Source: an optimization exercise on an open RTL-to-GDS flow (aim: small area and a short achievable clock period). Production flows keep margins and buffers that such runs may drop. No functional check of the RTL was part of any run shown here. Power is estimated from default activity; no workload was simulated.

--- design.v ---
`timescale 1ns/1ps
module ao8 (
    input  logic [7:0] s,
    input  logic [7:0] d,
    output logic       y
);
    assign y = |(s & d);
endmodule
module ao3 (
    input  logic [2:0] s,
    input  logic [2:0] d,
    output logic       y
);
    assign y = |(s & d);
endmodule
module bist #(
    parameter size   = 6,
    parameter length = 8
)(
    input  logic                 clk,
    input  logic                 rst,
    input  logic                 start,
    input  logic                 csin,
    input  logic                 rwbarin,
    input  logic                 opr,
    input  logic [size-1:0]      address,
    input  logic [length-1:0]    datain,
    output logic [length-1:0]    dataout,
    output logic                 fail
);
    logic       NbarT;
    logic [6:0] q;
    logic       cout;
    logic       pat;        
    always_ff @(posedge clk or posedge rst) begin
        if (rst)
            NbarT <= 1'b0;
        else if (NbarT)
            NbarT <= ~cout;
        else
            NbarT <= start;
    end
    always_ff @(posedge clk) begin
        if (!NbarT) begin
            q    <= 7'd0;
            cout <= 1'b0;
        end else begin
            q    <= q + 7'd1;
            cout <= (q == 7'd127);
        end
    end
    wire q_zero = (q == 7'd0);
    always_ff @(posedge clk or posedge rst) begin
        if (rst)
            pat <= 1'b0;
        else if (NbarT && q_zero)
            pat <= 1'b1;
    end
    wire [7:0] P = {pat, 1'b0, pat, 1'b0, pat, 1'b0, pat, 1'b0};
    wire [5:0] a  = NbarT ? q[5:0] : address;
    wire       we = NbarT ? ~q[6]  : ~rwbarin;
    wire [7:0] wd = NbarT ? P      : datain;
    logic       pw;
    logic [5:0] pa;
    logic [7:0] pd;
    always_ff @(posedge clk) begin
        pw <= we;
        pa <= a;
        if (we)
            pd <= wd;
    end
    logic [7:0] mem [64];
    for (genvar r = 0; r < 64; r++) begin : g_word
        always_ff @(posedge clk) begin
            if (pw && pa == r[5:0])
                mem[r] <= pd;
        end
    end
    logic [31:0] lsel;
    always_comb begin
        for (int l = 0; l < 32; l++)
            lsel[l] = (a[4:0] == l[4:0]);
    end
    logic [7:0] cand [2];
    for (genvar j = 0; j < 2; j++) begin : g_cand
        logic [7:0] rd;
        for (genvar b = 0; b < 8; b++) begin : g_bit
            logic [31:0] col;
            logic [3:0]  part;
            for (genvar l = 0; l < 32; l++) begin : g_col
                assign col[l] = mem[j*32 + l][b];
            end
            for (genvar k = 0; k < 4; k++) begin : g_part
                ao8 u_ao (.s(lsel[k*8 +: 8]), .d(col[k*8 +: 8]), .y(part[k]));
            end
            assign rd[b] = |part;
        end
        always_ff @(posedge clk) begin
            cand[j] <= rd;
        end
    end
    wire use_pd = we || (pw && pa == a);
    logic [1:0] hsel;
    logic       psel;
    always_ff @(posedge clk) begin
        psel    <= use_pd;
        hsel[0] <= ~use_pd && ~a[5];
        hsel[1] <= ~use_pd &&  a[5];
    end
    for (genvar b = 0; b < 8; b++) begin : g_out
        ao3 u_out (.s({psel, hsel}), .d({pd[b], cand[1][b], cand[0][b]}),
                   .y(dataout[b]));
    end
    always_ff @(posedge clk or posedge rst) begin
        if (rst)
            fail <= 1'b0;
        else if (NbarT && q_zero)
            fail <= 1'b0;
        else if (NbarT && opr && q[6] && (dataout != P))
            fail <= 1'b1;
    end
endmodule
--- run.sh ---
#!/bin/bash
# synth_recipe.tcl (not shown) runs the flow's synth.tcl, then flattens the netlist and writes it again
# the make line also repeats each setting of config.mk as NAME=value (left out here)
make -C /OpenROAD-flow-scripts/flow DESIGN_CONFIG=/design/flow/config.mk WORK_HOME=/design/flow/orfs CLKGATE_MAP_FILE= SYNTH_SCRIPT=/design/flow/synth_recipe.tcl finish
--- config.mk ---
export PLATFORM = sky130hd
export DESIGN_NAME = bist
export DESIGN_NICKNAME = bist
export VERILOG_FILES = /design/flow/design.v
export SDC_FILE = /design/flow/constraint.sdc
export NUM_CORES = 4
export LEC_CHECK = 0
export CAP_MARGIN = 20
export CORE_MARGIN = 2
export CORE_UTILIZATION = 60
export CTS_CLUSTER_DIAMETER = 120
export CTS_CLUSTER_SIZE = 24
export SETUP_SLACK_MARGIN = 3.0
export SLEW_MARGIN = 20
export SYNTH_HIERARCHICAL = 1
--- constraint.sdc ---
create_clock -name core_clock -period 6.0 [get_ports {clk}]
set_input_delay 1.2000 -clock core_clock [delete_from_list [all_inputs] [get_ports {clk}]]
set_output_delay 1.2000 -clock core_clock [all_outputs]
set_load 0.01 [all_outputs]
==> results.txt, run 1 <==
CTS
The number of buffers on the longest clock path is 3. The clock latency on the worst-skew pair is 580 ps. After clock tree synthesis, the clock-pin slew on the worst setup and hold paths is 100 ps. The number of buffers created by CTS is 27. The clock net sink count is 557.

TritonCTS built the clock tree. The cell at the root of the clock tree is sky130_fd_sc_hd__clkbuf_16. In this run the number of H-tree levels came out at 1.

Global routing
The first global-routing pass estimated 77.2 mm of wire. The number of antenna violations at the first check in global routing is 3. The met2 layer usage reported by global route is 48.9%. Entering global routing, the biggest net connects 33 pins.

For met3 alone, demand over resource in global routing was 4.52%. The all-layer global routing usage is 30.8%. For met1 alone, demand over resource in global routing was 45.5%. The number of global-route vias before repair was 11,100. For this run the aggregate overflow at the end of global routing stands at 0. The most utilized layer in the global route result is met2.

Placed design
In this run the tool buffered the top-level ports with 27 buffer cells. The count of placed standard cells including taps is 1,634. The cell area after placement is 0.0211 mm^2.

The congestion estimate from routability-driven global placement came to 0.854. The HPWL after detailed placement is 29.8 mm.

Worst setup path
The category of the most critical setup path is reg2out. The largest stage delay on the critical path is 550 ps. STA classifies the critical path endpoint as a primary output. Data arrives at the worst endpoint at 2100 ps. Data on the critical path is required at its endpoint by 4800 ps.

The critical path contains buffers and inverters numbering 3 combined. The slowest library cell on the worst path is sky130_fd_sc_hd__a222oi_1. In this run the worst path has a maximum fanout of 3.

The family with the most delay on the worst path is compound AO/OA/AOI/OAI gates. The critical path startpoint category is a register. Walking the worst path, the cells encountered are buf_12 > a222oi_1 > inv_1 > buf_2.

STA
The final critical path takes up 55.0% of the cycle. Timing would allow up to 303 MHz. Setup repair after global routing could not meet its margin everywhere.

For the pin with the worst max-slew slack, the measured transition is 904 ps. The final number of hold-violating endpoints is 0. The clock tree skew after final layout is 22.3 ps.

The minimum clock period after layout is 3300 ps. Setup violations remaining at the end of the flow were counted as 0. Measured against its own limit, the worst slew margin works out to 39.5%.

The final-report max-slew violation count came to 0. The sum of negative setup slack is 0 ps.

Hold path
The min-delay analysis places its worst path in the category reg2reg.

Synthesis
The number of synthesis warnings is 9. The proportion of synthesized chip area in sequential cells is 81.5%. The net count after synthesis is 1,159. Averaged over all synthesized cells, the footprint is 17.7 um^2.

The synthesized netlist occupies a cell area of 0.0201 mm^2. The number of library cell types mapped by synthesis is 36. The number of synthesized register bits is 557. The number of instances in the synthesized netlist is 1,137.

Detailed routing
The detail route stage leaves a number of antenna-violating nets equal to 0. Before antenna repair, the detailed router went through 7 iterations. The aggregate routed wire length is 53.3 mm. The number of remaining DRC errors is 0. After detailed routing, the number of vias per cell comes to 6.53. Dividing the detail-routed wire length by the instance count gives 30.3 um.

The DRC violation total after the first TritonRoute iteration is 1,539. The overall via count from detail_route is 11,466.

Die
The horizontal die dimension is 187 um. The standard cell core area is 0.0333 mm^2. The floorplan row count is 67. The effective utilization at floorplan is 60.4%. Measured along the y axis, the die boundary spans 187 um. The total I/O pin count is 29. The die covers 0.0350 mm^2.

Power and ir drop
The worst-case IR drop observed on VDD is 0.301 mV. The areal power density over the cells is 460 mW/mm^2. The leakage dissipation is 7.36 nW.

The post-layout total power is 0.0107 W.

Cells and area
The net total in the final layout is 1,309. The layout-stage area growth over the synthesis result is 15.4%. The number of non-filler instances in the completed layout is 1,757. After routing the design area is 0.0232 mm^2.

The share of final-layout standard cells stronger than drive strength 1 is 14.7%. Cells fill 69.6% of the core in the end.

Status
The flow ran to the end and the layout has no timing, DRC or antenna violations.

Job
The number of maximum-capacitance constraint violations is 0.
## cell usage after synthesis
master	n	area, um^2
sky130_fd_sc_hd__edfxtp_1	520	15600
sky130_fd_sc_hd__a22oi_1	256	1920
sky130_fd_sc_hd__nor2_1	104	390
sky130_fd_sc_hd__nand4_1	66	413
sky130_fd_sc_hd__dfxtp_1	34	681
sky130_fd_sc_hd__nand2_1	27	101
sky130_fd_sc_hd__inv_1	19	71.3
sky130_fd_sc_hd__or4_1	17	128
sky130_fd_sc_hd__clkbuf_1	11	41.3
sky130_fd_sc_hd__nand3_1	10	50.1
sky130_fd_sc_hd__nor2b_1	10	62.6
sky130_fd_sc_hd__xnor2_1	9	78.8
sky130_fd_sc_hd__a222oi_1	8	80.1
sky130_fd_sc_hd__and2_1	6	37.5
sky130_fd_sc_hd__o21ai_0	5	25.0
sky130_fd_sc_hd__mux2i_1	4	40.0
sky130_fd_sc_hd__mux2i_4	4	90.1
sky130_fd_sc_hd__dfrtp_1	3	75.1
sky130_fd_sc_hd__inv_2	3	11.3
sky130_fd_sc_hd__nand2b_1	3	18.8
sky130_fd_sc_hd__a311oi_1	2	17.5
sky130_fd_sc_hd__ha_1	2	25.0
sky130_fd_sc_hd__a21boi_0	1	7.51
sky130_fd_sc_hd__a21oi_1	1	5.00
sky130_fd_sc_hd__a41o_1	1	10.0
sky130_fd_sc_hd__buf_2	1	5.00
sky130_fd_sc_hd__buf_6	1	11.3
sky130_fd_sc_hd__mux2i_2	1	13.8
sky130_fd_sc_hd__nor3_2	1	10.0
sky130_fd_sc_hd__nor3b_1	1	7.51
sky130_fd_sc_hd__nor4_1	1	6.26
sky130_fd_sc_hd__nor4b_1	1	8.76
sky130_fd_sc_hd__o21a_1	1	7.51
sky130_fd_sc_hd__or2_2	1	6.26
sky130_fd_sc_hd__or3_1	1	6.26
sky130_fd_sc_hd__xor2_1	1	8.76
## placed cells by master (no fill, tap or decap), types with 10 or more instances in the layout
| cell type | n |
|---|---|
| sky130_fd_sc_hd__nand4_1 | 66 |
| sky130_fd_sc_hd__buf_4 | 65 |
| sky130_fd_sc_hd__or4_1 | 14 |
| sky130_fd_sc_hd__nand3_1 | 10 |
| sky130_fd_sc_hd__clkdlybuf4s50_1 | 14 |
| sky130_fd_sc_hd__buf_6 | 16 |
| sky130_fd_sc_hd__dfxtp_1 | 34 |
| sky130_fd_sc_hd__nor2b_1 | 10 |
| sky130_fd_sc_hd__clkbuf_16 | 27 |
| sky130_fd_sc_hd__edfxtp_1 | 520 |
| sky130_fd_sc_hd__buf_12 | 10 |
| sky130_fd_sc_hd__nor2_1 | 95 |
| sky130_fd_sc_hd__nand2_1 | 17 |
| sky130_fd_sc_hd__bufbuf_16 | 16 |
| sky130_fd_sc_hd__a22oi_1 | 244 |
| sky130_fd_sc_hd__a22oi_2 | 12 |
| sky130_fd_sc_hd__inv_1 | 17 |
| sky130_fd_sc_hd__clkbuf_1 | 21 |
## per-stage QoR
stage          worst slack, ps  hold slack, ps
2_1_floorplan             3190             386
3_3_place_gp              1820             393
3_5_place_dp              1870             426
4_1_cts                   2780             429
5_1_grt                   2700             456
6_report                  2700             441
## worst paths after layout
kind                                 start          endpoint  slack, ps  depth (start not counted)
max                        pd[5]$_DFFE_PP_        dataout[5]       2700                          4
min                        cout$_SDFF_PN0_   NbarT$_DFF_PP0_        440                          1
max reg2reg                pd[7]$_DFFE_PP_  fail$_DFFE_PP0P_       2810                         18
min reg2reg                cout$_SDFF_PN0_   NbarT$_DFF_PP0_        440                          1
max in group asynchronous              rst   NbarT$_DFF_PP0_       5060                          2
min in group asynchronous              rst   pat$_DFFE_PP0P_        780                          2
## flip-flops by register name, summed over array words and instances (netlist names)
name / count
cand: 16
pd: 8
mem: 512
psel: 1
pat: 1
cout: 1
pw: 1
q: 7
NbarT: 1
fail: 1
pa: 6
hsel: 2
## per-layer routing
| layer | up-vias | part of all wire [%] |
|---|---|---|
| met4 | 0 | 3.0 |
| li1 | 5013 | - |
| met2 | 543 | 47 |
| met5 | - | 0 |
| met3 | 80 | 8.5 |
| met1 | 5830 | 41 |
## where the power goes
part           internal, W  switching (W)
Sequential         0.00506       0.000194
Clock             0.000865        0.00115
Combinational      0.00128        0.00210
## worst reg2reg max path: stages (launching register included)
cell                       delay [ps]
sky130_fd_sc_hd__edfxtp_1         450
sky130_fd_sc_hd__buf_12           170
sky130_fd_sc_hd__a222oi_1         460
sky130_fd_sc_hd__inv_1            150
sky130_fd_sc_hd__buf_6            140
sky130_fd_sc_hd__buf_4            120
sky130_fd_sc_hd__buf_6            100
sky130_fd_sc_hd__buf_6            100
sky130_fd_sc_hd__buf_4            120
sky130_fd_sc_hd__buf_4            120
sky130_fd_sc_hd__buf_4            120
sky130_fd_sc_hd__buf_4            120
sky130_fd_sc_hd__buf_6            110
sky130_fd_sc_hd__buf_6            100
sky130_fd_sc_hd__buf_4            120
sky130_fd_sc_hd__buf_6            110
sky130_fd_sc_hd__mux2i_2          190
sky130_fd_sc_hd__a21oi_2          110
sky130_fd_sc_hd__o21a_1           200
## logic make-up (layout without fill, tap and decap cells)
group                      after synthesis  in the layout  synth area share, %
adders and majority gates                2              2                0.125
muxes                                    9              9                0.716
xor gates and xnor gates                10             10                0.436
DFF                                    557            557                 81.5
buffers and inverters                   35            205                0.698
and+or+nand+nor                        249            249                 6.20
other                                    0              2                    0
AOI/OAI and AO/OA                      275            275                 10.3
## modules after synthesis (local to each module, per instance)
module	flip-flops and latches	cells
ao8	0	5
bist	557	801
ao3	0	2
## final cells by class
class                      count  area, um^2
sequential                   557       16400
fill                        2197       10100
multi-input combinational    545        3770
timing repair buffer         134        1610
clock buffer                  48         754
tap                          448         561
inverter                      22        82.6
clock inverter                 1        20.0
antenna                        2        5.00
## repair_timing
action / in CTS / in global routing
endpoints found under the setup margin: 24 / 14
pin swaps: 26 / 13
endpoints found under the hold margin: 0 / 0
cloned: 16 / 0
gates resized for setup: 112 / 11
buffers inserted: 54 / 2
hold buffers: 0 / 0
==> inputs of run 2 (changes only) <==
--- a/design.v
+++ b/design.v
@@ -6,12 +6,19 @@
 );
     assign y = |(s & d);
 endmodule
-module ao3 (
-    input  logic [2:0] s,
-    input  logic [2:0] d,
-    output logic       y
+module nor2m (
+    input  logic a,
+    input  logic b,
+    output logic y
 );
-    assign y = |(s & d);
+    assign y = ~(a | b);
+endmodule
+module nand2m (
+    input  logic a,
+    input  logic b,
+    output logic y
+);
+    assign y = ~(a & b);
 endmodule
 module bist #(
     parameter size   = 6,
@@ -60,20 +67,11 @@
     wire [5:0] a  = NbarT ? q[5:0] : address;
     wire       we = NbarT ? ~q[6]  : ~rwbarin;
     wire [7:0] wd = NbarT ? P      : datain;
-    logic       pw;
-    logic [5:0] pa;
-    logic [7:0] pd;
-    always_ff @(posedge clk) begin
-        pw <= we;
-        pa <= a;
-        if (we)
-            pd <= wd;
-    end
     logic [7:0] mem [64];
     for (genvar r = 0; r < 64; r++) begin : g_word
         always_ff @(posedge clk) begin
-            if (pw && pa == r[5:0])
-                mem[r] <= pd;
+            if (we && a == r[5:0])
+                mem[r] <= wd;
         end
     end
     logic [31:0] lsel;
@@ -82,34 +80,36 @@
             lsel[l] = (a[4:0] == l[4:0]);
     end
     logic [7:0] cand [2];
+    logic [1:0] hsel;
     for (genvar j = 0; j < 2; j++) begin : g_cand
         logic [7:0] rd;
         for (genvar b = 0; b < 8; b++) begin : g_bit
             logic [31:0] col;
             logic [3:0]  part;
+            logic [1:0]  nor_part;
             for (genvar l = 0; l < 32; l++) begin : g_col
                 assign col[l] = mem[j*32 + l][b];
             end
             for (genvar k = 0; k < 4; k++) begin : g_part
                 ao8 u_ao (.s(lsel[k*8 +: 8]), .d(col[k*8 +: 8]), .y(part[k]));
             end
-            assign rd[b] = |part;
+            nor2m u_n0 (.a(part[0]), .b(part[1]), .y(nor_part[0]));
+            nor2m u_n1 (.a(part[2]), .b(part[3]), .y(nor_part[1]));
+            assign rd[b] = ~(nor_part[0] & nor_part[1]);
         end
         always_ff @(posedge clk) begin
-            cand[j] <= rd;
+            cand[j] <= we ? wd : rd;
         end
     end
-    wire use_pd = we || (pw && pa == a);
-    logic [1:0] hsel;
-    logic       psel;
     always_ff @(posedge clk) begin
-        psel    <= use_pd;
-        hsel[0] <= ~use_pd && ~a[5];
-        hsel[1] <= ~use_pd &&  a[5];
+        hsel[0] <= ~a[5];
+        hsel[1] <=  a[5];
     end
     for (genvar b = 0; b < 8; b++) begin : g_out
-        ao3 u_out (.s({psel, hsel}), .d({pd[b], cand[1][b], cand[0][b]}),
-                   .y(dataout[b]));
+        logic [1:0] t;
+        nand2m u_t0 (.a(hsel[0]), .b(cand[0][b]), .y(t[0]));
+        nand2m u_t1 (.a(hsel[1]), .b(cand[1][b]), .y(t[1]));
+        nand2m u_o  (.a(t[0]),    .b(t[1]),       .y(dataout[b]));
     end
     always_ff @(posedge clk or posedge rst) begin
         if (rst)
==> run 2 against run 1 <==
Combinational power fell by 45%. Largest power group unchanged. Total power down 23%. Final cell count fell by 2.3%. Highest routed layer unchanged.
==> results.txt, run 2 <==
Worst setup path
STA classifies the critical path startpoint as a primary input. The number of buffers and inverters on the critical path is 2. The data required time of the worst path is 6330 ps.

The signal on the critical path passes through clkdlybuf4s50_1 > nor3_4 > nor2_1 > nor3_1 > buf_4. The slowest library cell on the worst path is sky130_fd_sc_hd__nor2_1. The worst setup path is captured at a register. The largest stage delay on the critical path is 850 ps. By startpoint and endpoint, the worst setup path is classified as in2reg. Along the worst path, the maximum fanout reaches 8. The critical path arrival is 3360 ps. The family with the most delay on the worst path is simple AND/OR/NAND/NOR gates.

Cells and area
The top cell types in the final layout, fill and taps aside, are sky130_fd_sc_hd__edfxtp_1, sky130_fd_sc_hd__a22oi_1, sky130_fd_sc_hd__nand4_1. The most common library cell in the layout ignoring fill and taps is sky130_fd_sc_hd__edfxtp_1. The count of fill cells added during filler insertion is 2,142. The register with the most flip-flops in the layout has 512 of them. In the final layout, the registers with the most flip-flops are mem x512, cand x16, q x7. The area growth from synthesis to layout is 13.1%. The repair_antennas step left the layout with diodes totalling 0.

Cells with a size suffix above 1 make up 17.7% of the layout. The largest register by flop count is mem. The net total in the final layout is 1,287. The finished layout holds 1,717 standard cells, fillers aside.

STA
Setup total negative slack on the finished layout was measured at 0 ps. The actual slew at the worst max-slew pin is 1100 ps. Subtracting the final worst setup slack from the clock period gives 3030 ps. The achievable clock frequency is 330 MHz. Setup violations remaining at the end of the flow were counted as 0. The worst slew margin relative to its limit is 26.4%.

The final-report max-slew violation count came to 0. Setup repair after global routing could not meet its margin everywhere. Between clock sinks in the finished design, the worst skew comes to 17.9 ps. The final number of hold-violating endpoints is 0. The portion of the clock cycle consumed by the worst path in the final layout is 50.5%.

Die
The effective utilization at floorplan is 61.2%. The floorplan row count is 66. The area enclosed by the die boundary is 0.0347 mm^2.

The region available for standard cell placement spans 0.0326 mm^2. The total I/O pin count is 29. The chip height is 186 um.

The horizontal die dimension is 186 um.

CTS
In this run the number of H-tree levels came out at 1. At the later pin of the worst-skew pair, clock insertion delay measures 570 ps. The cell at the root of the clock tree is sky130_fd_sc_hd__clkbuf_16. Buffers inserted during clock tree synthesis total 26. The TritonCTS clock tree is done. Counting every sink on the clock net gives 541. Clock-pin slew was measured on the worst setup and hold paths at 90 ps. No sink is reached through more buffers than the 3 on the longest clock path.

Synthesis
In the post-synthesis netlist, the biggest area contributors are sky130_fd_sc_hd__edfxtp_1, sky130_fd_sc_hd__a22oi_1, sky130_fd_sc_hd__dfxtp_1. After synthesis, the mean cell area works out to 17.3 um^2. Yosys instantiated no cell more often than sky130_fd_sc_hd__edfxtp_1.

The synthesized netlist devotes 11.3% of its cell area to compound gates. The number of nets handed over by synthesis was 1,176. The cell area after technology mapping is 0.0200 mm^2. The biggest area consumer among synthesized cells is sky130_fd_sc_hd__edfxtp_1.

The predominant post-synthesis flop cell is sky130_fd_sc_hd__edfxtp_1. The area share of xor/xnor cells in the synthesized design is 0.132%. The number of synthesized flops with an enable pin is 512. Counting instances in the post-synthesis netlist gives the leading cell types as sky130_fd_sc_hd__edfxtp_1, sky130_fd_sc_hd__a22oi_1, sky130_fd_sc_hd__nor2_1.

Synthesis produced 1,154 cells. The top cell type's share of synthesized area is 77.0%. Counting flops and latches in the post-synthesis netlist gives 541. The number of synthesis warnings is 11.

The share of cell area taken by muxes after synthesis is 0.571%. Summing the sequential cell areas from Yosys gives 80.0% of the chip area. By area, the combinational part of the netlist is dominated by compound AO/OA/AOI/OAI gates. The fraction of the mapped netlist area in simple logic gates is 7.31%. After Yosys synthesis, full adders, half adders and majority gates account for 0.125% of the synthesized area. The number of library cell types mapped by synthesis is 41. The async set-or-reset flop fraction in the synthesized netlist is 0.555%.

Hold path
The path class of the lowest-slack min-delay path is reg2reg.

Power and ir drop
Power spread over the standard cell area amounts to 362 mW/mm^2. The combinational share of power is 22.6%. The internal portion of the total power is 0.00572 W. In this run the static leakage power is 6.87 nW. For this design the total switching power over the nets is 0.00245 W. Registers are responsible for 53.8% of the overall power. The worst ir drop on vdd is 0.249 mV.

Of the total power, the share spent switching nets is 30.0%. The relative contribution of the clock network to total power is 23.6%.

Detailed routing
The number of remaining DRC errors is 0. Dividing the detail-routed via count by the number of cells gives 6.60. The count of nets left with antenna violations once routing finished came out at 0.

The detailed-route wire length per cell is 27.6 um. The number of optimization iterations in the first detailed-route pass is 6. The DRC violation total after the first TritonRoute iteration is 1,423. Summing over every cut layer, the via total after detailed routing is 11,337.

The aggregate routed wire length is 47.4 mm.

Global routing
The largest net degree at the start of global routing is 66. The number of antenna violations at the first check in global routing is 1. The number of global-route vias before repair is 10,758. The layer flagged by global routing as most heavily used is met1.

Global routing consumed, on the met2 layer, 39.4% of the routing resources. The first global-routing pass estimated 69.2 mm of wire. In the global route stage, met1 resource usage came out at 43.7%. Across every metal layer, demand over resource in global routing totals 27.0%. The remaining global-route overflow is 0. The met3 capacity usage during global routing is 3.10%.

Placed design
The number of placed instances, taps included, is 1,634. The placer's final routability congestion estimate is 0.813. The port buffer count is 27.

After legalization and detailed placement, the total HPWL measured 29.1 mm.

Job
The number of maximum-capacitance constraint violations is 0.

Status
The flow ran to the end and the layout has no timing, DRC or antenna violations.
-- run 2: cell count changes in the layout (fill, tap and decap cells not counted), sizes merged, moves of 9 or more --
cell,delta
a31oi,+10
buf,-35
bufbuf,-16
clkbuf,-9
inv,-18
nand2,+9
nor2,+29
nor3,+19
or4,-16
-- run 2: metal layers --
metal | vias up | part of all wire, %
met5 | - | 0
met4 | 0 | 2.8
met3 | 66 | 9.0
met2 | 561 | 44
met1 | 5704 | 44
li1 | 5006 | -
-- run 2: worst paths after layout --
kind	slack [ps]	from	to	cells past startpoint
min in group asynchronous	790	rst	NbarT$_DFF_PP0_	2
hold / removal	400	cout$_SDFF_PN0_	NbarT$_DFF_PP0_	1
setup / recovery	2970	rwbarin	mem[16][5]$_DFFE_PP_	5
setup reg to reg	3040	NbarT$_DFF_PP0_	cand[1][2]$_DFF_P_	9
hold reg to reg	400	cout$_SDFF_PN0_	NbarT$_DFF_PP0_	1
max in group asynchronous	5060	rst	NbarT$_DFF_PP0_	2
-- run 2: what timing repair did --
| action | 4_1_cts | 5_1_grt |
|---|---|---|
| pin swaps | 13 | 10 |
| resized for setup | 95 | 46 |
| gates cloned | 1 | 1 |
| hold buffers | 0 | 0 |
| hold endpoints to repair | 0 | 0 |
| endpoints found under the setup margin | 130 | 300 |
| buffers inserted | 28 | 14 |
-- run 2: worst register-to-register path, cell delays in order (launching register included) --
cell and delay (ps):
sky130_fd_sc_hd__dfrtp_4 600, sky130_fd_sc_hd__buf_8 240, sky130_fd_sc_hd__and3b_1 310, sky130_fd_sc_hd__o21ai_4 430, sky130_fd_sc_hd__nor2_4 170, sky130_fd_sc_hd__a22oi_1 350, sky130_fd_sc_hd__nand4_1 290, sky130_fd_sc_hd__nor2_1 160
sky130_fd_sc_hd__nand2_1 110, sky130_fd_sc_hd__a21o_1 190
-- run 2: metrics by stage --
step / area [um^2] / util [%] / power, W / hold WS (ps) / worst slack, ps
after global routing: 22600 / 69.2 / 0.00841 / 422 / 2910
after global placement: 20900 / 64.0 / 0.00590 / 392 / 1470
after detailed placement: 20900 / 64.1 / 0.00593 / 393 / 1540
final: 22600 / 69.2 / 0.00817 / 403 / 2970
after floorplan: 20000 / - / 0.00528 / 384 / 2660
after CTS: 22300 / 68.3 / 0.00806 / 405 / 2750
-- run 2: kinds of logic after synthesis --
| kind of cell | after synthesis |
|---|---|
| flip-flops | 541 |
| adder cells (fa/ha/maj) | 2 |
| AO/OA/AOI/OAI | 297 |
| multiplexers | 9 |
| buffers and inverters | 15 |
| AND/OR/NAND/NOR | 287 |
| XOR/XNOR | 3 |
-- run 2: power by group through the flow --
stage	sequential (W)	clock, W	combinational (W)
after floorplan	0.00444	0	0.000843
after global placement	0.00447	0	0.00142
after detailed placement	0.00448	0	0.00144
after CTS	0.00440	0.00194	0.00172
after global routing	0.00441	0.00206	0.00194
final	0.00440	0.00193	0.00185
-- run 2: area by class of cell --
cell class / instances / area (um^2) / area share [%]
clock inverter: 1 / 16.3 / 0.0721
inverter: 5 / 18.8 / 0.0832
clock buffer: 37 / 713 / 3.16
multi-input combinational: 600 / 4430 / 19.6
sequential: 541 / 16000 / 70.8
tap: 442 / 553 / 2.45
timing repair buffer: 91 / 860 / 3.81
-- run 2: modules after synthesis, one instance, submodules excluded --
module  cells  flops+latches
nand2m      1              0
bist      778            541
nor2m       1              0
ao8         5              0
==> inputs of run 3 (changes only) <==
==> design.v (replaced) <==
`timescale 1ns/1ps
module ao8 (
    input  logic [7:0] s,
    input  logic [7:0] d,
    output logic       y
);
    assign y = |(s & d);
endmodule
module ao2 (
    input  logic [1:0] s,
    input  logic [1:0] d,
    output logic       y
);
    assign y = |(s & d);
endmodule
module bist #(
    parameter size   = 6,
    parameter length = 8
)(
    input  logic                 clk,
    input  logic                 rst,
    input  logic                 start,
    input  logic                 csin,
    input  logic                 rwbarin,
    input  logic                 opr,
    input  logic [size-1:0]      address,
    input  logic [length-1:0]    datain,
    output logic [length-1:0]    dataout,
    output logic                 fail
);
    logic       NbarT;
    logic [6:0] q;
    logic       cout;
    logic       pat;        
    always_ff @(posedge clk or posedge rst) begin
        if (rst)
            NbarT <= 1'b0;
        else if (NbarT)
            NbarT <= ~cout;
        else
            NbarT <= start;
    end
    always_ff @(posedge clk) begin
        if (!NbarT) begin
            q    <= 7'd0;
            cout <= 1'b0;
        end else begin
            q    <= q + 7'd1;
            cout <= (q == 7'd127);
        end
    end
    wire q_zero = (q == 7'd0);
    always_ff @(posedge clk or posedge rst) begin
        if (rst)
            pat <= 1'b0;
        else if (NbarT && q_zero)
            pat <= 1'b1;
    end
    wire [7:0] P = {pat, 1'b0, pat, 1'b0, pat, 1'b0, pat, 1'b0};
    wire [5:0] a  = NbarT ? q[5:0] : address;
    wire       we = NbarT ? ~q[6]  : ~rwbarin;
    wire [7:0] wd = NbarT ? P      : datain;
    logic       pw;
    logic [5:0] pa;
    logic [7:0] pd;
    always_ff @(posedge clk) begin
        pw <= we;
        pa <= a;
        if (we)
            pd <= wd;
    end
    logic [7:0] mem [64];
    for (genvar r = 0; r < 64; r++) begin : g_word
        always_ff @(posedge clk) begin
            if (pw && pa == r[5:0])
                mem[r] <= pd;
        end
    end
    logic [63:0] lsel;
    always_comb begin
        for (int l = 0; l < 64; l++)
            lsel[l] = (a == l[5:0]);
    end
    logic [7:0] dout;
    logic [7:0] rd;
    for (genvar b = 0; b < 8; b++) begin : g_bit
        logic [63:0] col;
        logic [7:0]  part;
        for (genvar l = 0; l < 64; l++) begin : g_col
            assign col[l] = mem[l][b];
        end
        for (genvar k = 0; k < 8; k++) begin : g_part
            ao8 u_ao (.s(lsel[k*8 +: 8]), .d(col[k*8 +: 8]), .y(part[k]));
        end
        assign rd[b] = |part;
    end
    always_ff @(posedge clk) begin
        dout <= rd;
    end
    wire use_pd = we || (pw && pa == a);
    logic hsel;
    logic psel;
    always_ff @(posedge clk) begin
        psel <= use_pd;
        hsel <= ~use_pd;
    end
    for (genvar b = 0; b < 8; b++) begin : g_out
        ao2 u_out (.s({psel, hsel}), .d({pd[b], dout[b]}), .y(dataout[b]));
    end
    always_ff @(posedge clk or posedge rst) begin
        if (rst)
            fail <= 1'b0;
        else if (NbarT && q_zero)
            fail <= 1'b0;
        else if (NbarT && opr && q[6] && (dataout != P))
            fail <= 1'b1;
    end
endmodule
==> run 3 against run 2 <==
Sequential cell count grew 7. Hold slack improved by 4.2 ps. Global-route usage grew 4.2 points. Highest routed layer unchanged. Clock skew rose by 9.6 ps. Synthesized cell count up 2.3%. Die area up 0.54%. First-iteration DRC count is 5.6% higher. Final cell count is 1.7% higher.
==> results.txt, run 3 <==
Worst setup path
STA classifies the critical path endpoint as a register. For the worst setup path, the data required time is 6460 ps. The category of the most critical setup path is in2reg. Traced cell by cell, the critical path runs through dlygate4sd2_1 > nand2b_4 > o22ai_2 > nand2_2 > nor2_2 > a22oi_1 > nand4_1 > nor4_2 > nand2_1. In this run the worst path has a maximum fanout of 8. Among all stages on the critical path, the largest delay is contributed by sky130_fd_sc_hd__nor4_2.

The number of cells on the worst reg-to-reg path is 9. The critical path startpoint category is a primary input. The critical path arrival is 3460 ps. The largest stage delay on the critical path is 420 ps.

Synthesis
By area the synthesized netlist is led by sky130_fd_sc_hd__edfxtp_1, sky130_fd_sc_hd__a22oi_1, sky130_fd_sc_hd__dfxtp_1. Yosys mapped a number of flops with a built-in enable equal to 520. Synthesis inferred 548 register bits. When the netlist entered floorplanning its net count stood at 1,203. The most frequently used cell type in the post-synthesis netlist is sky130_fd_sc_hd__edfxtp_1.

After synthesis, the largest area contributor takes up 77.8% of total cell area. The cell area after technology mapping is 0.0201 mm^2. The predominant post-synthesis flop cell is sky130_fd_sc_hd__edfxtp_1. The netlist uses 38 different library cells. Of all cell types, the one taking the most synthesized area is sky130_fd_sc_hd__edfxtp_1.

Summing the sequential cell areas from Yosys gives 80.7% of the chip area. The async set-or-reset flop fraction in the synthesized netlist is 0.547%. The mean cell area of the mapped netlist is 17.0 um^2. The number of instances in the synthesized netlist is 1,181. For this run, the number of Yosys warnings is 8. By count the netlist is led by sky130_fd_sc_hd__edfxtp_1, sky130_fd_sc_hd__a22oi_1, sky130_fd_sc_hd__nor2_1.

Die
In this run the count of I/O pins placed on the die edge is 29. The area enclosed by the die boundary is 0.0349 mm^2. The standard cell core area is 0.0327 mm^2.

The horizontal die dimension is 187 um. Once the floorplan was initialized, standard cells occupied 61.4% of the core. The floorplan row count is 66.

The chip height is 187 um.

STA
Headroom to the max-slew limit came out at 44.5%. Between clock sinks in the finished design, the worst skew comes to 27.4 ps. Setup repair after global routing left no endpoint under its margin. The final number of hold-violating endpoints came to 0. Setup total negative slack on the finished layout was measured at 0 ps. The minimum clock period after layout is 3000 ps. The portion of the clock cycle consumed by the worst path in the final layout is 50.0%. The final-report max-slew violation count is 0. Derived from the worst setup path, the maximum achievable clock frequency is 333 MHz. The worst hold slack after final layout is 407 ps. At the pin with the least slew margin, the transition time is 829 ps.

The final number of setup-violating endpoints is 0.

Global routing
The largest net degree at the start of global routing is 34. Global routing used 31.2% of the available tracks across all layers. The remaining global-route overflow is 0. The number of antenna violations at the first check in global routing is 1.

The first global-routing pass estimated 77.5 mm of wire. The number of global-route vias before repair came to 11,407.

Cells and area
Counting flops per register, the top entry is mem. The layout-stage area growth over the synthesis result is 17.1%. The count of fill cells added during filler insertion is 2,093.

The number of flip-flops in the largest register is 512. The most common library cell in the layout ignoring fill and taps is sky130_fd_sc_hd__edfxtp_1. The net total in the final layout is 1,307.

In the layout the commonest cells are sky130_fd_sc_hd__edfxtp_1, sky130_fd_sc_hd__a22oi_1, sky130_fd_sc_hd__nor2_1. The share of final-layout standard cells stronger than drive strength 1 is 18.1%. The largest registers in the layout are mem x512, dout x8, pd x8. The total inserted antenna cells is 0.

Detailed routing
The DRC violation total after the first TritonRoute iteration is 1,502. The number of remaining DRC errors is 0. The vias per cell is 6.81.

The overall via count from detail_route is 11,895. The antenna violation net count after detailed routing is 0. After detailed routing, the average wire length per cell comes to 31.7 um. Summed over all layers, the routed wires come to 55.4 mm. The number of optimization iterations in the first detailed-route pass is 6.

Placed design
The port buffer count is 27. The placer's final routability congestion estimate is 0.849. The half-perimeter wire length after detailed placement is 31.1 mm.

Hold path
The instance count along the most critical hold path is 1. The path class of the lowest-slack min-delay path is reg2reg.

Status
The flow ran to the end and the layout has no timing, DRC or antenna violations.

CTS
The number of buffers created by CTS is 26. The TritonCTS clock tree is done. The number of buffers on the longest clock path is 3.

The clock net sink count is 548. The clock transition at the registers of the reported paths is 100 ps. The number of hold buffers added after CTS was 0. For the worst-skew pair, the clock arrives at the later sink with an insertion delay of 580 ps. CTS built an H-tree with a depth of 1. The cell at the root of the clock tree is sky130_fd_sc_hd__clkbuf_16.

Power and ir drop
For this design the static power due to leakage is 7.35 nW. For this design the ratio of total power to cell area is 445 mW/mm^2. The worst ir drop on vdd is 0.302 mV.

Job
The number of maximum-capacitance constraint violations is 0.
run 3: area by class of cell:
class	count	area [um^2]	share of cell area [%]
clock buffers	48	776	3.30
well taps	442	553	2.35
multi-input cells	602	4560	19.4
inverters	13	56.3	0.240
flip-flops and latches	548	16200	68.9
repair buffers	94	1370	5.81
run 3: what timing repair did:
action                                  4_1_cts  5_1_grt
resized for setup                           193       40
buffers inserted                             24       17
pin swaps                                    10       16
cloned                                       16        1
endpoints found under the setup margin       16       14
run 3: cell families (layout without fill, tap and decap cells):
| group | count (synthesis) | in the layout | synth area share (%) |
|---|---|---|---|
| flip-flops | 548 | 548 | 80.7 |
| AND/OR/NAND/NOR | 301 | 302 | 7.19 |
| AO/OA/AOI/OAI | 281 | 281 | 10.5 |
| buffers and inverters | 32 | 155 | 0.680 |
| XOR/XNOR | 10 | 10 | 0.436 |
| multiplexers | 7 | 7 | 0.399 |
| adder cells (fa/ha/maj) | 2 | 2 | 0.125 |
run 3: worst max-delay path: cells and delay by family:
kind | cells | cell delay [ps]
and+or+nand+nor | 6 | 1370
AOI/OAI and AO/OA | 2 | 510
buffers and inverters | 1 | 370
run 3: through the flow:
step	setup slack (ps)	power, W	area [um^2]	utilization, %	std cells
global placement	1600	0.00718	20900	63.8	1641
detailed placement	1560	0.00723	20900	63.8	1641
floorplan	3250	0.00626	20100	-	1181
CTS	2820	0.0101	23100	70.7	1729
finish	3000	0.0104	23500	71.9	1747
global route	2980	0.0107	23500	71.9	1747
run 3: report_power, final:
| group | internal, W | total (W) | switching (W) |
|---|---|---|---|
| clock | 0.000880 | 0.00200 | 0.00112 |
| sequential | 0.00493 | 0.00513 | 0.000205 |
| combinational | 0.00120 | 0.00332 | 0.00212 |
run 3: final timing paths:
path / slack (ps) / endpoint / from
worst max register to register: 3040 / dout[6]$_DFF_P_ / NbarT$_DFF_PP0_
worst min register to register: 410 / NbarT$_DFF_PP0_ / cout$_SDFF_PN0_
worst min-delay path: 410 / NbarT$_DFF_PP0_ / cout$_SDFF_PN0_
max in group asynchronous: 4930 / NbarT$_DFF_PP0_ / rst
min in group asynchronous: 850 / NbarT$_DFF_PP0_ / rst
worst max-delay path: 3000 / dout[3]$_DFF_P_ / address[0]
run 3: per-module statistics from Yosys, one instance, submodules excluded:
module | cells inside | flops+latches | copies in the design
bist | 853 | 548 | 1
ao8 | 5 | 0 | 64
ao2 | 1 | 0 | 8
run 3: metal layers:
| metal | vias up | global-route usage, % | share of wire, % |
|---|---|---|---|
| met5 | - | 0 | 0 |
| met4 | 0 | 10.5 | 4.0 |
| met3 | 121 | 5.20 | 9.5 |
| met2 | 662 | 50.7 | 48 |
| met1 | 6034 | 43.6 | 38 |
| li1 | 5078 | - | - |
==> inputs of run 4 (changes only) <==
==> design.v (replaced) <==
`timescale 1ns/1ps
module ao8 (
    input  logic [7:0] s,
    input  logic [7:0] d,
    output logic       y
);
    assign y = |(s & d);
endmodule
module or9 (
    input  logic [7:0] p,
    input  logic       e,
    output logic       y
);
    logic [3:0] n;
    assign n[0] = ~(p[0] | p[1]);
    assign n[1] = ~(p[2] | p[3]);
    assign n[2] = ~(p[4] | p[5]);
    assign n[3] = ~(p[6] | p[7] | e);
    assign y = ~(n[0] & n[1] & n[2] & n[3]);
endmodule
module pre3 (
    input  logic [2:0] a,
    output logic [7:0] y_n
);
    always_comb begin
        for (int i = 0; i < 8; i++)
            y_n[i] = ~(a == i[2:0]);
    end
endmodule
module sel8 (
    input  logic       hi_n,
    input  logic [7:0] lo_n,
    input  logic       we,
    output logic [7:0] rsel,
    output logic [7:0] wen
);
    assign rsel = ~({8{hi_n}} | lo_n | {8{we}});
    assign wen  = ~({8{hi_n}} | lo_n | {8{~we}});
endmodule
module bist #(
    parameter size   = 6,
    parameter length = 8
)(
    input  logic                 clk,
    input  logic                 rst,
    input  logic                 start,
    input  logic                 csin,
    input  logic                 rwbarin,
    input  logic                 opr,
    input  logic [size-1:0]      address,
    input  logic [length-1:0]    datain,
    output logic [length-1:0]    dataout,
    output logic                 fail
);
    logic       NbarT;
    logic [6:0] q;
    logic       cout;
    logic       pat;        
    always_ff @(posedge clk or posedge rst) begin
        if (rst)
            NbarT <= 1'b0;
        else if (NbarT)
            NbarT <= ~cout;
        else
            NbarT <= start;
    end
    always_ff @(posedge clk) begin
        if (!NbarT) begin
            q    <= 7'd0;
            cout <= 1'b0;
        end else begin
            q    <= q + 7'd1;
            cout <= (q == 7'd127);
        end
    end
    wire q_zero = (q == 7'd0);
    always_ff @(posedge clk or posedge rst) begin
        if (rst)
            pat <= 1'b0;
        else if (NbarT && q_zero)
            pat <= 1'b1;
    end
    wire [7:0] P = {pat, 1'b0, pat, 1'b0, pat, 1'b0, pat, 1'b0};
    wire [5:0] a    = NbarT ? q[5:0] : address;
    wire       we   = NbarT ? ~q[6]  : ~rwbarin;
    wire [7:0] wd   = NbarT ? P      : datain;
    logic [7:0] lo_n, hi_n;
    pre3 u_lo (.a(a[2:0]), .y_n(lo_n));
    pre3 u_hi (.a(a[5:3]), .y_n(hi_n));
    logic [63:0] rsel, wen;
    for (genvar h = 0; h < 8; h++) begin : g_sel
        sel8 u_sel (.hi_n(hi_n[h]), .lo_n(lo_n), .we(we),
                    .rsel(rsel[h*8 +: 8]), .wen(wen[h*8 +: 8]));
    end
    logic [7:0] mem [64];
    for (genvar r = 0; r < 64; r++) begin : g_word
        always_ff @(posedge clk) begin
            if (wen[r])
                mem[r] <= wd;
        end
    end
    wire [7:0] bw = wd & {8{we}};
    logic [7:0] rd;
    for (genvar b = 0; b < 8; b++) begin : g_bit
        logic [63:0] col;
        logic [7:0]  p;
        for (genvar r = 0; r < 64; r++) begin : g_col
            assign col[r] = mem[r][b];
        end
        for (genvar m = 0; m < 8; m++) begin : g_p
            ao8 u_ao (.s(rsel[m*8 +: 8]), .d(col[m*8 +: 8]), .y(p[m]));
        end
        or9 u_or (.p(p), .e(bw[b]), .y(rd[b]));
    end
    logic [7:0] dout;
    always_ff @(posedge clk) begin
        dout <= rd;
    end
    assign dataout = dout;
    always_ff @(posedge clk or posedge rst) begin
        if (rst)
            fail <= 1'b0;
        else if (NbarT && q_zero)
            fail <= 1'b0;
        else if (NbarT && opr && q[6] && (dataout != P))
            fail <= 1'b1;
    end
endmodule
==> run 4 against run 3 <==
Still clean. Hold slack improved by 19 ps. Clock skew decreased by 7.0 ps. First-iteration DRC count decreased by 9.6%. Register-to-register slack improved by 100 ps. Critical endpoint unchanged. Largest cell class unchanged.
==> results.txt, run 4 <==
Cells and area
The sequential cell area is 0.0158 mm^2. In the layout the commonest cells are sky130_fd_sc_hd__edfxtp_1, sky130_fd_sc_hd__a22oi_1, sky130_fd_sc_hd__buf_4. Counting the fill cells in the layout gives 2,029. Excluding fillers, the count of instances in the completed layout stands at 1,751.

Summing all multi-input logic gate instances after layout gives 0.00543 mm^2. The register with the most flip-flops in the layout has 512 of them. The share of final-layout standard cells stronger than drive strength 1 is 27.3%. The utilization of the core after routing is 72.6%. At the end of the flow, the number of nets in the layout was 1,315. The most common library cell in the layout ignoring fill and taps is sky130_fd_sc_hd__edfxtp_1. The total inserted antenna cells is 0. The layout-stage area growth over the synthesis result is 19.5%. The largest register by flop count is mem. The largest registers in the layout are mem x512, dout x8, q x7.

STA
The final critical path takes up 50.1% of the cycle. The clock tree skew after final layout is 20.4 ps. The final-report max-slew violation count is 0.

The smallest clock period supported by the final layout is computed as 3010 ps. The final number of setup-violating endpoints is 0. The actual slew at the worst max-slew pin is 968 ps. Measured against its own limit, the worst slew margin works out to 35.2%. Timing would allow up to 333 MHz.

Setup repair after global routing could not meet its margin everywhere. The final number of hold-violating endpoints is 0. Adding up every negative setup slack in the final design gives 0 ps.

CTS
TritonCTS built the clock tree. The number of buffers created by CTS is 26. The clock net sink count is 531. The clock transition at the registers of the reported paths is 100 ps. At the later pin of the worst-skew pair, clock insertion delay measures 580 ps. In this run the number of H-tree levels came out at 1.

The number of buffers on the longest clock path is 3. The cell at the root of the clock tree is sky130_fd_sc_hd__clkbuf_16.

Synthesis
Yosys mapped a number of flops with a built-in enable equal to 512. The number of instances in the synthesized netlist is 1,123. Yosys attributes the largest share of cell area to sky130_fd_sc_hd__edfxtp_1, sky130_fd_sc_hd__a22oi_1, sky130_fd_sc_hd__nor3_2.

The number of synthesized register bits is 531. By count the netlist is led by sky130_fd_sc_hd__edfxtp_1, sky130_fd_sc_hd__a22oi_1, sky130_fd_sc_hd__nand4_1. The share of the Yosys chip area taken by registers is 77.6%. The most frequently used cell type in the post-synthesis netlist is sky130_fd_sc_hd__edfxtp_1.

The number of synthesis warnings is 9. The net count after synthesis is 1,145. For this run, the leading register cell type out of synthesis is sky130_fd_sc_hd__edfxtp_1. The number of library cell types mapped by synthesis is 33.

The biggest area consumer among synthesized cells is sky130_fd_sc_hd__edfxtp_1. In this run the cell area of the synthesized design comes to 0.0203 mm^2. In this run the mean area of a mapped cell was 18.1 um^2. The top cell type by area accounts for 75.7% of the synthesized area. Counting flops with an async set or reset pin after synthesis yields a share of 0.565%.

Hold path
In this run the most critical hold path is launched from cout$_SDFF_PN0_. In this run the worst hold path is classified as reg2reg. Counting instances, the worst hold path has a depth of 1. For hold timing, the worst endpoint is NbarT$_DFF_PP0_.

Global routing
The number of antenna violations at the first check in global routing came to 0. The largest net degree at the start of global routing is 65. For this run the aggregate overflow at the end of global routing stands at 0. For this run, the total global-route usage over all layers was measured as 28.7%. The global-route wire length before repair is 74.4 mm.

The number of global-route vias before repair is 11,672.

Die
The total I/O pin count is 29. The standard cell core area is 0.0334 mm^2. The floorplan row count is 67. The die covers 0.0354 mm^2. The chip height is 188 um. The effective utilization at floorplan is 60.8%. The horizontal die dimension is 188 um.

Placed design
The placer's final routability congestion estimate is 0.824. The half-perimeter wire length after detailed placement is 29.9 mm. The number of placed instances, taps included, is 1,613.

Input and output buffers added on the ports amount to 27.

Detailed routing
The overall via count from detail_route is 11,699. The detailed-route wire length per cell is 28.9 um. The aggregate routed wire length is 50.6 mm. The antenna violation net count after detailed routing is 0. The number of remaining DRC errors is 0. The number of optimization iterations in the first detailed-route pass is 5. The DRC violation total after the first TritonRoute iteration is 1,358. The vias per cell is 6.68.

Worst setup path
The launch instance of the worst register-to-register path is NbarT$_DFF_PP0_. The number of cells on the worst reg-to-reg path is 9. The end of the worst register-to-register path is dout[7]$_DFF_P_. The nature of the critical path endpoint is a register. The critical path is of the in2reg type.

The data required time of the worst path is 6450 ps. The largest fanout on the critical path is 8. Across all register-to-register paths, the minimum setup slack is 3140 ps. The worst setup path is launched from a primary input. The critical path arrival is 3460 ps.

Status
The run finished with no timing, DRC or antenna violations.

Power and ir drop
IR analysis of the VDD net gives a maximum drop of 0.307 mV. The post-layout total power is 0.00766 W. The areal power density over the cells is 315 mW/mm^2.

For this design the static power due to leakage is 7.96 nW.

Job
The number of maximum-capacitance constraint violations is 0.
run 4: logic make-up after synthesis:
| kind of cell | after synthesis | synth area share, % |
|---|---|---|
| adder cells (fa/ha/maj) | 2 | 0.123 |
| multiplexers | 7 | 0.382 |
| XOR/XNOR | 3 | 0.129 |
| flip-flops | 531 | 77.6 |
| buffers and inverters | 36 | 1.56 |
| AO/OA/AOI/OAI | 270 | 9.85 |
| AND/OR/NAND/NOR | 274 | 10.4 |
run 4: worst max path at each step:
stage,from,to,cells past startpoint
2_1_floorplan,address[2],mem[27][0]$_DFFE_PP_,3
3_3_place_gp,address[5],dout[6]$_DFF_P_,8
3_5_place_dp,address[5],dout[7]$_DFF_P_,8
4_1_cts,address[2],mem[25][2]$_DFFE_PP_,5
5_1_grt,address[4],dout[1]$_DFF_P_,9
6_report,address[5],dout[3]$_DFF_P_,9
run 4: through the flow:
step / cell area, um^2 / hold WS (ps) / setup slack, ps
finish: 24300 / 426 / 2990
global route: 24300 / 424 / 2960
CTS: 23900 / 420 / 2910
detailed placement: 21500 / 408 / 1340
global placement: 21400 / 402 / 1390
floorplan: 20500 / 384 / 2750
run 4: cell type report:
type	instances	area share, %
sequential	531	64.9
clock buffer	37	2.94
multi-input combinational	561	22.3
tap	448	2.31
timing repair inverter	1	0.0206
timing repair buffer	162	7.19
clock inverter	1	0.124
inverter	10	0.170
run 4: critical path: stages:
cell and delay [ps]:
sky130_fd_sc_hd__clkdlybuf4s15_1 240, sky130_fd_sc_hd__mux2_4 350, sky130_fd_sc_hd__or3b_4 330, sky130_fd_sc_hd__buf_12 150, sky130_fd_sc_hd__nor3_4 70, sky130_fd_sc_hd__a22oi_1 280, sky130_fd_sc_hd__nand4_1 310, sky130_fd_sc_hd__nor4_4 410
sky130_fd_sc_hd__nand3_1 110
run 4: per-module statistics from Yosys (local to each module, per instance):
module / cell area, um^2 / flip-flops and latches / cells inside
or9: 20.0 / 0 / 4
pre3: 60.1 / 0 / 8
sel8: 189 / 0 / 19
bist: 16200 / 531 / 603
ao8: 36.3 / 0 / 5
run 4: what timing repair did:
item,4_1_cts,5_1_grt
cloned,9,2
pin swaps,42,19
gates resized for setup,175,30
setup endpoints to repair,520,85
hold buffers,0,0
setup buffers,66,23
run 4: where the power goes:
part | total, W | internal, W | switching [W]
clock network | 0.00194 | 0.000836 | 0.00110
logic | 0.00137 | 0.000502 | 0.000865
registers | 0.00435 | 0.00428 | 0.0000763
total | 0.00766 | 0.00561 | 0.00204
run 4: per-layer routing:
metal	part of all wire [%]	track usage [%]
met2	49	45.9
met1	41	42.8
met3	7.6	3.82
met5	0	0
met4	2.4	7.15
==> inputs of run 5 (changes only) <==
--- a/config.mk
+++ b/config.mk
@@ -10,6 +10,6 @@
 export CORE_UTILIZATION = 60
 export CTS_CLUSTER_DIAMETER = 120
 export CTS_CLUSTER_SIZE = 24
-export SETUP_SLACK_MARGIN = 3.0
+export SETUP_SLACK_MARGIN = 3.5
 export SLEW_MARGIN = 20
 export SYNTH_HIERARCHICAL = 1
==> run 5 against run 4 <==
Final cell count is 11% higher. Sequential power hardly changed. Critical path type unchanged. Clock-buffer cell count rose by 9.
==> results.txt, run 5 <==
Status
The flow ran to the end and the layout has no timing, DRC or antenna violations.

CTS
Buffers inserted during clock tree synthesis total 26. The later pin in the worst-skew pair is clocked with a latency of 610 ps. After clock tree synthesis, the clock-pin slew on the worst setup and hold paths is 100 ps. The TritonCTS clock tree is done. The number of levels the H-tree was split into is 1. The cell at the root of the clock tree is sky130_fd_sc_hd__clkbuf_16. In this run, post-CTS hold repair placed 0 buffers. The number of buffers on the longest clock path is 3. Clock tree synthesis found a total of 531 sinks.

Job
Across the run, the number of max-cap violations was 0.

Global routing
The first global-routing pass estimated 84.0 mm of wire. Entering global routing, the biggest net connects 66 pins. Global routing finished with a remaining overflow of 0. The number of global-route vias before repair was 12,871. Global routing consumed, over all layers together, 32.6% of the routing resources. The number of antenna violations at the first check in global routing is 0.

STA
The clock arrives with 43.2 ps of skew. Setup violations remaining at the end of the flow were counted as 0. The actual slew at the worst max-slew pin is 944 ps. The final number of hold-violating endpoints is 0.

The achievable clock frequency is 354 MHz. The sum of negative setup slack is 0 ps. The worst pin sits at a relative slew slack of 36.8%. Setup repair after global routing could not meet its margin everywhere.

The minimum clock period after layout is 2830 ps. The final-report max-slew violation count is 0. The worst setup margin is 3170 ps. The worst path uses 47.1% of the clock period. The worst hold slack after final layout is 438 ps.

Placed design
The count of placed standard cells including taps is 1,592. At the end of routability-driven placement, the weighted congestion stood at 0.785. OpenSTA, run right after detailed placement, puts the worst setup slack at 1230 ps. Detailed placement ended at an HPWL of 28.7 mm. The port buffer count is 27.

Cells and area
The library cells used most frequently in the layout, excluding fill and tap cells, are sky130_fd_sc_hd__edfxtp_1, sky130_fd_sc_hd__a22oi_1, sky130_fd_sc_hd__buf_4. The net total in the final layout is 1,492. The largest register by flop count is mem. The library cell used most frequently in the layout, excluding fill and tap cells, is sky130_fd_sc_hd__edfxtp_1. The sequential cell area is 0.0158 mm^2. Summing all multi-input logic gate instances after layout gives 0.00617 mm^2. For this run, the number of standard cells in the final layout without fillers is 1,938.

The share of final-layout standard cells stronger than drive strength 1 is 43.2%. The count of fill cells added during filler insertion is 1,571. The layout-stage area growth over the synthesis result is 35.1%.

The number of flip-flops in the largest register is 512. The total inserted antenna cells is 0. In the final layout, the registers with the most flip-flops are mem x512, dout x8, q x7.

Detailed routing
The overall via count from detail_route is 13,053. The number of optimization iterations in the first detailed-route pass is 7. The vias per cell is 6.74. For this run, design rule violations remaining after detail routing come to 0.

The aggregate routed wire length is 58.1 mm. The detailed-route wire length per cell is 30.0 um. In this run, the number of DRC markers left after iteration 0 of detailed routing was 1,825. The antenna violation net count after detailed routing is 0.

Worst setup path
The internal reg-to-reg setup slack is 3260 ps. The number of cells on the worst reg-to-reg path is 11. The critical path arrival is 3270 ps. The critical path startpoint category is a primary input.

The worst setup path is of the in2reg kind. The largest fanout on the critical path is 6. The data required time of the worst path is 6440 ps. The worst setup path is captured at a register.

In this run the critical register-to-register path is launched from NbarT$_DFF_PP0_. The endpoint identified for the worst register-to-register timing path is dout[3]$_DFF_P_.

Synthesis
Synthesis produced a netlist whose cell count is 1,123. The Yosys step of the flow raised 9 warnings. After synthesis, the cell types taking the most area are sky130_fd_sc_hd__edfxtp_1, sky130_fd_sc_hd__a22oi_1, sky130_fd_sc_hd__nor3_2. The commonest cells after synthesis are sky130_fd_sc_hd__edfxtp_1, sky130_fd_sc_hd__a22oi_1, sky130_fd_sc_hd__nand4_1.

The async set-or-reset flop fraction in the synthesized netlist is 0.565%. The most frequently used cell type in the post-synthesis netlist is sky130_fd_sc_hd__edfxtp_1. Synthesis produced a netlist with a net count of 1,145.

The top cell type's share of synthesized area is 75.7%. Summed over all instances, the cell type with the most area after synthesis is sky130_fd_sc_hd__edfxtp_1. The cell area after technology mapping is 0.0203 mm^2. The number of synthesized register bits is 531. The number of library cell types mapped by synthesis is 33. The proportion of synthesized chip area in sequential cells is 77.6%. Each instance of the synthesized netlist takes up on average 18.1 um^2. The synthesized design contains 512 enable-type register cells. The predominant post-synthesis flop cell is sky130_fd_sc_hd__edfxtp_1.

Hold path
The worst hold path belongs to the class reg2reg. The end of the worst hold path is NbarT$_DFF_PP0_. Along the worst hold path, the cell count comes to 1. The beginning of the worst hold path is cout$_SDFF_PN0_.

Power and ir drop
The sequential group share of total power is 52.4%. The areal power density over the cells is 303 mW/mm^2. The worst ir drop on vdd is 0.309 mV. The analysis attributes to cell leakage a power of 9.31 nW. Cell internal power was estimated by the tool at 0.00601 W. The power dissipated by switching net loads is 0.00232 W. Of the total power, combinational logic draws 23.7%. The relative contribution of the clock network to total power is 23.8%.

The switching share of total power is 27.8%.

Die
The die covers 0.0354 mm^2. The die is 188 um wide. Once the floorplan was initialized, standard cells occupied 60.8% of the core.

29 I/O pins were placed. The chip height is 188 um. The floorplan row count is 67. The standard cell core area is 0.0334 mm^2.
==> run 5: cell families (layout without fill, tap and decap cells) <==
kind of cell / Yosys count / after routing / synth area share, %
xor gates and xnor gates: 3 / 3 / 0.129
muxes: 7 / 10 / 0.382
AOI/OAI and AO/OA: 270 / 270 / 9.85
adders and majority gates: 2 / 2 / 0.123
and+or+nand+nor: 274 / 278 / 10.4
buffers and inverters: 36 / 396 / 1.56
DFF: 531 / 531 / 77.6
==> run 5: layout make-up <==
| cell class | instances | share of cell area (%) |
|---|---|---|
| flip-flops and latches | 531 | 57.5 |
| multi-input cells | 563 | 22.5 |
| repair buffers | 337 | 15.0 |
| clock buffers | 46 | 2.64 |
| well taps | 448 | 2.04 |
| clock inverters | 2 | 0.169 |
| inverters | 10 | 0.160 |
| repair inverters | 1 | 0.0182 |
==> run 5: modules after synthesis, one instance, submodules excluded <==
module | cell area, um^2 | flops+latches | times used
bist | 16200 | 531 | 1
or9 | 20.0 | 0 | 8
pre3 | 60.1 | 0 | 2
ao8 | 36.3 | 0 | 64
sel8 | 189 | 0 | 8
==> run 5: metal layers <==
metal	vias to the layer above	routed length (um)	share of wire [%]	global-route usage [%]
met5	-	0	0	0
met4	0	2160	3.7	10.4
met3	131	6000	10	6.68
met2	798	27500	47	51.6
met1	6631	22400	39	46.3
li1	5493	-	-	-
==> run 5: worst max path at each step <==
| stage | start | cells past startpoint | end | slack (ps) |
|---|---|---|---|---|
| after floorplan | address[1] | 3 | mem[13][0]$_DFFE_PP_ | 2920 |
| after global placement | address[5] | 8 | dout[4]$_DFF_P_ | 1260 |
| after detailed placement | address[5] | 8 | dout[4]$_DFF_P_ | 1230 |
| after CTS | address[4] | 11 | dout[4]$_DFF_P_ | 3270 |
| after global routing | address[4] | 11 | dout[4]$_DFF_P_ | 3210 |
| final | address[4] | 11 | dout[3]$_DFF_P_ | 3170 |
==> run 5: what timing repair did <==
item                                    CTS  global route
resized for setup                       392            38
gates cloned                             15             1
buffers inserted                        243            39
endpoints found under the setup margin  557           375
pin swaps                               195            60
==> run 5: metrics by stage <==
step | utilization, % | cell area (um^2) | total power [W]
final | 82.1 | 27500 | 0.00832
after CTS | 80.2 | 26800 | 0.00809
after global placement | 64.2 | 21500 | 0.00525
after detailed placement | 64.2 | 21500 | 0.00527
after global routing | 82.1 | 27500 | 0.00851
after floorplan | - | 20700 | 0.00499
==> run 5: power groups by stage <==
stage | clock, W | sequential [W] | combinational (W)
after global placement | 0 | 0.00442 | 0.000828
after CTS | 0.00199 | 0.00435 | 0.00175
final | 0.00198 | 0.00436 | 0.00198
after global routing | 0.00211 | 0.00438 | 0.00203
after detailed placement | 0 | 0.00443 | 0.000841
after floorplan | 0 | 0.00441 | 0.000579
==> run 5: critical path: stages <==
cell and delay [ps]:
sky130_fd_sc_hd__buf_8 110, sky130_fd_sc_hd__mux2_4 320, sky130_fd_sc_hd__nand3b_1 150, sky130_fd_sc_hd__buf_4 140, sky130_fd_sc_hd__buf_12 140, sky130_fd_sc_hd__nor3_4 60
sky130_fd_sc_hd__buf_6 130, sky130_fd_sc_hd__a22oi_2 220, sky130_fd_sc_hd__nand4_1 270, sky130_fd_sc_hd__nor4_4 410, sky130_fd_sc_hd__nand3_1 120

==> re-timing with driven ports <==
In the flow no input, the clock included, has a driving cell. The finished layouts below were timed again as built, in two steps.
Step 1, drivers: a clkbuf_16 drives clk and a buf_2 each remaining input, both assumed.
Step 2 also shifts input and output timing later by t, the mid clock arrival at the registers, as if the neighbouring blocks saw the same clock.
Three values: no drivers, after step 1, after step 2; two values: the first two.
run	t (ns)	setup WS [ns]	hold slack, ns	worst register clock-pin slew, ns	pins driven straight from the clock port
run 1	0.626	2.699 / 2.644 / 2.406	0.441 / 0.441 / 0.441	0.10 / 0.10	1
run 2	0.614	2.973 / 2.980 / 2.387	0.403 / 0.403 / 0.403	0.10 / 0.10	1
run 3	0.625	3.000 / 2.998 / 2.412	0.407 / 0.407 / 0.407	0.11 / 0.11	1
run 4	0.619	2.994 / 3.022 / 2.403	0.426 / 0.426 / 0.426	0.10 / 0.10	1
run 5	0.636	3.172 / 3.184 / 2.548	0.438 / 0.438 / 0.438	0.11 / 0.11	1
After both steps every run listed still meets setup and hold. For run 5, which loses most, drivers alone change the setup slack by +0.012 ns; drivers and shift together by -0.624 ns.
